Background: an optimization exercise with open tools, aiming at small area. Do not read the settings as production practice. In this exercise RTL edits were held to simulation tests only and were not proved equivalent to the original. Power figures rest on the tool's default switching activity, not on a simulated workload.

==> flow/design.v (excerpt) <==
module eth_icmp_top (
    input   wire            clk,
    input   wire            rst_n,
    input   wire    [4:0]   i_rx_5b,
    input   wire            i_sfp_los,
    output  reg     [4:0]   o_tx_5b
);
For scale: about 890 cells after synthesis, roughly 370 flip-flops, about 13 I/O pins, roughly 12000 um2 of cells after synthesis.
export LEC_CHECK = 0
export CAP_MARGIN = 20
export CORE_MARGIN = 2
export CORE_UTILIZATION = 40
export SLEW_MARGIN = 20
create_clock -name core_clock -period 10.0 [get_ports {clk}]
run.sh (not shown) runs the stock make flow with config.mk's settings and CLKGATE_MAP_FILE= SYNTH_SCRIPT=/design/flow/synth_recipe.tcl, a recipe that flattens the netlist after the stock synthesis.
Next try:
CTS_BUF_LIST = sky130_fd_sc_hd__clkbuf_8   (was unset)
CTS_CLUSTER_DIAMETER = 64   (was unset)
CTS_CLUSTER_SIZE = 16   (was unset)
=>
- first-iteration DRC count grows by 14%
- critical path depth shrinks by 1
- combinational power barely changes
- utilization shrinks by 2.6 points
- design area shrinks by 5.5%
- power shrinks by 18%
- clock skew barely changes
- count of clock-buffer cells in the layout shrinks by 18
- wire length shrinks by 1.8%
- hold slack stays flat
- area after synthesis is unchanged
Next try:
ABC_AREA = 1   (was unset)
CTS_BUF_LIST = sky130_fd_sc_hd__clkbuf_2 sky130_fd_sc_hd__clkbuf_4 sky130_fd_sc_hd__clkbuf_8   (was sky130_fd_sc_hd__clkbuf_8)
CTS_CLUSTER_DIAMETER = unset   (was 64)
CTS_CLUSTER_SIZE = 30   (was 16)
Setup slack gets better by 1.3 ns.
Utilization rises by 3.6 points.
Final area increases by a little under a tenth.
Final cell count climbs by about a fifth.
Clock-buffer cell count rose by 54.
Clock skew climbs by 0.011 ns.
Next try:
ABC_AREA = unset   (was 1)
CTS_BUF_LIST = sky130_fd_sc_hd__clkbuf_8   (was sky130_fd_sc_hd__clkbuf_2 sky130_fd_sc_hd__clkbuf_4 sky130_fd_sc_hd__clkbuf_8)
CTS_CLUSTER_DIAMETER = 80   (was unset)
CTS_CLUSTER_SIZE = 20   (was 30)
Effect: Combinational power increases by about a fifth. Setup slack is worse by 1.3 ns. Maximum frequency decreases by about a fifth. Power decreases by about a fifth. First-iteration DRC count decreases by about a fifth. Synthesized cell count decreases by about a fifth. Critical path depth decreases by 6. Clock power decreases by well over a third. Final area decreases by a little under a tenth.

---

job 4182:
eth_icmp_top, a different RTL version from the one above (not shown whole).
Size in the first run: ~710 cells after synthesis, roughly 13 I/O pins, ~9500 sq um of cells after synthesis.
export LEC_CHECK = 0
export CAP_MARGIN = 20
export CORE_MARGIN = 2
export CORE_UTILIZATION = 40
export CTS_BUF_LIST = sky130_fd_sc_hd__clkbuf_8
export CTS_CLUSTER_DIAMETER = 70
export CTS_CLUSTER_SIZE = 18
export SLEW_MARGIN = 20
create_clock -name core_clock -period 10.0 [get_ports {clk}]
standard.sh (not shown) runs the stock make flow with config.mk's settings and CLKGATE_MAP_FILE= SYNTH_SCRIPT=/design/flow/synth_recipe.tcl, a recipe that flattens the netlist after the stock synthesis.
==> flow/flow/run.sh <==
#!/bin/bash
# Own layout flow: the standard flow with three changes.
#  1. After the standard synthesis, the combinational logic between the
#     registers is mapped again by ABC with an area-oriented script
#     (deepsyn + area mapping), best of three seeds.  The registers, their names and their cells
#     are left exactly as the standard synthesis made them.
#  2. The port buffers are buf_1 cells.
#  3. Clock tree synthesis uses clkbuf_8 clusters without dummy loads.
# Each tool's output goes to a log file of its own in this folder.
set -euo pipefail
RES=orfs/results/${FLOW_PLATFORM}/eth_icmp_top/base
LIB=${FLOW_HOME}/platforms/${FLOW_PLATFORM}/lib/sky130_fd_sc_hd__tt_025C_1v80.lib
YOSYS=${FLOW_HOME}/../tools/install/yosys/bin/yosys

bash standard.sh synth > standard_synth.log 2>&1
cp $RES/1_2_yosys.v standard_1_2_yosys.v

cat > remap_before.ys <<EOY
read_liberty -lib $LIB
read_verilog standard_1_2_yosys.v
hierarchy -top $FLOW_TOP
tee -o remap_stat_before.txt stat -liberty $LIB
EOY
$YOSYS -s remap_before.ys > remap_before.log 2>&1

# three remaps with different deepsyn seeds run side by side; the smallest
# netlist is kept
for S in 1 2 3; do
cat > remap_$S.ys <<EOY
read_liberty -ignore_miss_func $LIB
read_verilog standard_1_2_yosys.v
hierarchy -top $FLOW_TOP
blackbox sky130_fd_sc_hd__df* sky130_fd_sc_hd__edf* sky130_fd_sc_hd__sdf*
flatten
opt_clean -purge
abc -liberty $LIB -dont_use sky130_fd_sc_hd__lpflow_bleeder_1 -dont_use sky130_fd_sc_hd__lpflow_clkbufkapwr_1 -dont_use sky130_fd_sc_hd__lpflow_clkbufkapwr_16 -dont_use sky130_fd_sc_hd__lpflow_clkbufkapwr_2 -dont_use sky130_fd_sc_hd__lpflow_clkbufkapwr_4 -dont_use sky130_fd_sc_hd__lpflow_clkbufkapwr_8 -dont_use sky130_fd_sc_hd__lpflow_clkinvkapwr_1 -dont_use sky130_fd_sc_hd__lpflow_clkinvkapwr_16 -dont_use sky130_fd_sc_hd__lpflow_clkinvkapwr_2 -dont_use sky130_fd_sc_hd__lpflow_clkinvkapwr_4 -dont_use sky130_fd_sc_hd__lpflow_clkinvkapwr_8 -dont_use sky130_fd_sc_hd__lpflow_decapkapwr_12 -dont_use sky130_fd_sc_hd__lpflow_decapkapwr_3 -dont_use sky130_fd_sc_hd__lpflow_decapkapwr_4 -dont_use sky130_fd_sc_hd__lpflow_decapkapwr_6 -dont_use sky130_fd_sc_hd__lpflow_decapkapwr_8 -dont_use sky130_fd_sc_hd__lpflow_inputiso0n_1 -dont_use sky130_fd_sc_hd__lpflow_inputiso0p_1 -dont_use sky130_fd_sc_hd__lpflow_inputiso1n_1 -dont_use sky130_fd_sc_hd__lpflow_inputiso1p_1 -dont_use sky130_fd_sc_hd__lpflow_inputisolatch_1 -dont_use sky130_fd_sc_hd__lpflow_isobufsrc_1 -dont_use sky130_fd_sc_hd__lpflow_isobufsrc_16 -dont_use sky130_fd_sc_hd__lpflow_isobufsrc_2 -dont_use sky130_fd_sc_hd__lpflow_isobufsrc_4 -dont_use sky130_fd_sc_hd__lpflow_isobufsrc_8 -dont_use sky130_fd_sc_hd__lpflow_isobufsrckapwr_16 -dont_use sky130_fd_sc_hd__lpflow_lsbuf_lh_hl_isowell_tap_1 -dont_use sky130_fd_sc_hd__lpflow_lsbuf_lh_hl_isowell_tap_2 -dont_use sky130_fd_sc_hd__lpflow_lsbuf_lh_hl_isowell_tap_4 -dont_use sky130_fd_sc_hd__lpflow_lsbuf_lh_isowell_4 -dont_use sky130_fd_sc_hd__lpflow_lsbuf_lh_isowell_tap_1 -dont_use sky130_fd_sc_hd__lpflow_lsbuf_lh_isowell_tap_2 -dont_use sky130_fd_sc_hd__lpflow_lsbuf_lh_isowell_tap_4 -dont_use sky130_fd_sc_hd__probe_p_8 -dont_use sky130_fd_sc_hd__probec_p_8  -dont_use sky130_fd_sc_hd__probe_p_8 -dont_use sky130_fd_sc_hd__probec_p_8 -script +strash;&get,-n;&deepsyn,-T,60,-S,$S;&put;dc2;&get,-n;&dch,-f;&nf,-a,-R,1000;&put
splitnets
opt_clean -purge
hilomap -singleton -hicell sky130_fd_sc_hd__conb_1 HI -locell sky130_fd_sc_hd__conb_1 LO
insbuf -buf sky130_fd_sc_hd__buf_4 A X
opt_clean -purge
rename -hide w:*\$func\$*
tee -o remap_check_$S.txt check
tee -o remap_stat_$S.txt stat -liberty $LIB
write_verilog -noattr -nohex -nodec remap_$S.v
EOY
$YOSYS -s remap_$S.ys > remap_$S.log 2>&1 &
done
wait
# a remap that lost logic (far smaller than the standard netlist) is not used
STD=$(grep 'Chip area' remap_stat_before.txt | awk '{print $NF}')
BEST=$(for S in 1 2 3; do
         A=$(grep 'Chip area' remap_stat_$S.txt 2>/dev/null | awk '{print $NF}')
         if [[ -n "$A" && -s remap_$S.v ]] && awk -v a="$A" -v s="$STD" 'BEGIN{exit !(a > 0.85*s)}'; then echo "$A $S"; fi
       done | sort -g | head -1 | awk '{print $2}')
[[ -n "$BEST" ]]
echo "remap seed $BEST kept (standard $STD)" > remap_choice.txt
cp remap_$BEST.v remap.v
cp remap.v $RES/1_2_yosys.v
rm -f $RES/1_synth.odb $RES/1_synth.sdc

export BUFFER_PORTS_ARGS="-buffer_cell sky130_fd_sc_hd__buf_1"
export CTS_ARGS="-sink_clustering_enable -repair_clock_nets -sink_clustering_size 18 -sink_clustering_max_diameter 70 -buf_list sky130_fd_sc_hd__clkbuf_8 -dont_use_dummy_load"
bash standard.sh > standard.log 2>&1
Job 4182: all stages complete, timing, DRC and antenna checks passed
Setup changes, job 4182 to job 742
diff --git a/flow/flow/run.sh b/flow/flow/run.sh
--- a/flow/flow/run.sh
+++ b/flow/flow/run.sh
@@ -61,4 +61,4 @@
 
 export BUFFER_PORTS_ARGS="-buffer_cell sky130_fd_sc_hd__buf_1"
-export CTS_ARGS="-sink_clustering_enable -repair_clock_nets -sink_clustering_size 18 -sink_clustering_max_diameter 70 -buf_list sky130_fd_sc_hd__clkbuf_8 -dont_use_dummy_load"
+export CTS_ARGS="-sink_clustering_enable -repair_clock_nets -sink_clustering_size 20 -sink_clustering_max_diameter 60 -buf_list sky130_fd_sc_hd__clkbuf_8 -dont_use_dummy_load"
 bash standard.sh > standard.log 2>&1
==> results.txt <==
Diff job 4182 -> job 742: sequential share of layout area went up 0.19 points; power in the clock group went down about 3.4%; worst setup slack went up 0.030 ns; maximum frequency went up 0.00067 GHz; area of the placeable core held. On global-route usage, job 4182 tracks job 742 almost exactly. Job 4182 and job 742 ended up with nearly the same net switching share of the total power.
Modified inputs, job 8671 compared to job 742
diff --git a/flow/flow/run.sh b/flow/flow/run.sh
--- a/flow/flow/run.sh
+++ b/flow/flow/run.sh
@@ -6,5 +6,5 @@
 #     are left exactly as the standard synthesis made them.
 #  2. The port buffers are buf_1 cells.
-#  3. Clock tree synthesis uses clkbuf_8 clusters without dummy loads.
+#  3. Clock tree synthesis uses clkbuf_8 clusters of up to 24 sinks, without dummy loads.
 # Each tool's output goes to a log file of its own in this folder.
 set -euo pipefail
@@ -61,4 +61,4 @@
 
 export BUFFER_PORTS_ARGS="-buffer_cell sky130_fd_sc_hd__buf_1"
-export CTS_ARGS="-sink_clustering_enable -repair_clock_nets -sink_clustering_size 20 -sink_clustering_max_diameter 60 -buf_list sky130_fd_sc_hd__clkbuf_8 -dont_use_dummy_load"
+export CTS_ARGS="-sink_clustering_enable -repair_clock_nets -sink_clustering_size 24 -sink_clustering_max_diameter 45 -buf_list sky130_fd_sc_hd__clkbuf_8 -dont_use_dummy_load"
 bash standard.sh > standard.log 2>&1
==> comparison <==
- Job 8671 finished end to end and its layout was clean on timing, DRC and antenna.
- Diff job 742 -> job 8671: worst hold slack now sits lower; final cell count without fillers now sits higher; first-iteration DRC count now sits higher.
### job 8671 -> job 8246
# job 8671
export LEC_CHECK = 0
export CAP_MARGIN = 20
export CORE_MARGIN = 2
export CORE_UTILIZATION = 40
export CTS_BUF_LIST = sky130_fd_sc_hd__clkbuf_8
export CTS_CLUSTER_DIAMETER = 70
export CTS_CLUSTER_SIZE = 18
export SLEW_MARGIN = 20
create_clock -name core_clock -period 10.0 [get_ports {clk}]
# job 8246
export LEC_CHECK = 0
export CAP_MARGIN = 20
export CORE_MARGIN = 2
export CORE_UTILIZATION = 65
export CTS_BUF_LIST = sky130_fd_sc_hd__clkbuf_8
export CTS_CLUSTER_DIAMETER = 70
export CTS_CLUSTER_SIZE = 18
export SLEW_MARGIN = 20
create_clock -name core_clock -period 10.0 [get_ports {clk}]
diff --git a/flow/flow/run.sh b/flow/flow/run.sh
--- a/flow/flow/run.sh
+++ b/flow/flow/run.sh
@@ -6,5 +6,5 @@
 #     are left exactly as the standard synthesis made them.
 #  2. The port buffers are buf_1 cells.
-#  3. Clock tree synthesis uses clkbuf_8 clusters of up to 24 sinks, without dummy loads.
+#  3. Clock tree synthesis uses clkbuf_8 clusters of up to 22 sinks, without dummy loads.
 # Each tool's output goes to a log file of its own in this folder.
 set -euo pipefail
@@ -61,4 +61,4 @@
 
 export BUFFER_PORTS_ARGS="-buffer_cell sky130_fd_sc_hd__buf_1"
-export CTS_ARGS="-sink_clustering_enable -repair_clock_nets -sink_clustering_size 24 -sink_clustering_max_diameter 45 -buf_list sky130_fd_sc_hd__clkbuf_8 -dont_use_dummy_load"
+export CTS_ARGS="-sink_clustering_enable -repair_clock_nets -sink_clustering_size 22 -sink_clustering_max_diameter 50 -buf_list sky130_fd_sc_hd__clkbuf_8 -dont_use_dummy_load"
 bash standard.sh > standard.log 2>&1
### Flow results
Against job 8671, number of global-route vias before repair in job 8246 rose by a few percent.
Total wirelength of the detailed-routed design went up by a few percent going from job 8671 to job 8246.
Core utilization of the finished layout up 26 points in job 8246 wrt job 8671
Job 8246 vs. job 8671: sequential logic power has remained practically unchanged, static leakage has decreased, routability congestion estimate has increased, proportion of layout cells with a drive suffix above 1 has decreased.
Summary of job 8246 over job 8671: worst-case setup margin in the final layout picked up an extra 0.050 ns; global-route usage higher.

[re-timing with driven ports]
The flow's constraints put no driver on any port. The routed layouts listed below were extracted and timed again, unchanged, in two steps. Step 1 sets driving cells, clkbuf_16 on the clock port and buf_2 on the other inputs (assumed; they add their load-dependent delay and slew). Step 2 times the ports against the registers' clock, not the clock port: input delays grow and output delays shrink by t, the midpoint of the rising clock arrivals with the driver on. Slacks: ideal ports / drivers / drivers and shift; pairs: ideal ports / drivers.
| run | t, ns | setup slack, ns | hold WS [ns] |
|---|---|---|---|
| the first run of note 1 | 0.563 | 2.404 / 2.360 / 2.923 | 0.322 / 0.322 / 0.322 |
| the second run of note 1 | 0.609 | 2.335 / 2.296 / 2.906 | 0.322 / 0.322 / 0.322 |
| the third run of note 1 | 0.609 | 3.639 / 3.593 / 4.202 | 0.316 / 0.316 / 0.316 |
| the fourth run of note 1 | 0.589 | 2.361 / 2.322 / 2.912 | 0.326 / 0.326 / 0.326 |
| job 4182 | 0.565 | 3.357 / 3.313 / 3.877 | 0.251 / 0.251 / 0.251 |
| job 742 | 0.570 | 3.386 / 3.345 / 3.914 | 0.300 / 0.300 / 0.300 |
| job 8671 | 0.602 | 3.347 / 3.303 / 3.904 | 0.272 / 0.272 / 0.272 |
| job 8246 | 0.562 | 3.397 / 3.358 / 3.920 | 0.278 / 0.278 / 0.278 |
After both steps every run listed still meets setup and hold.
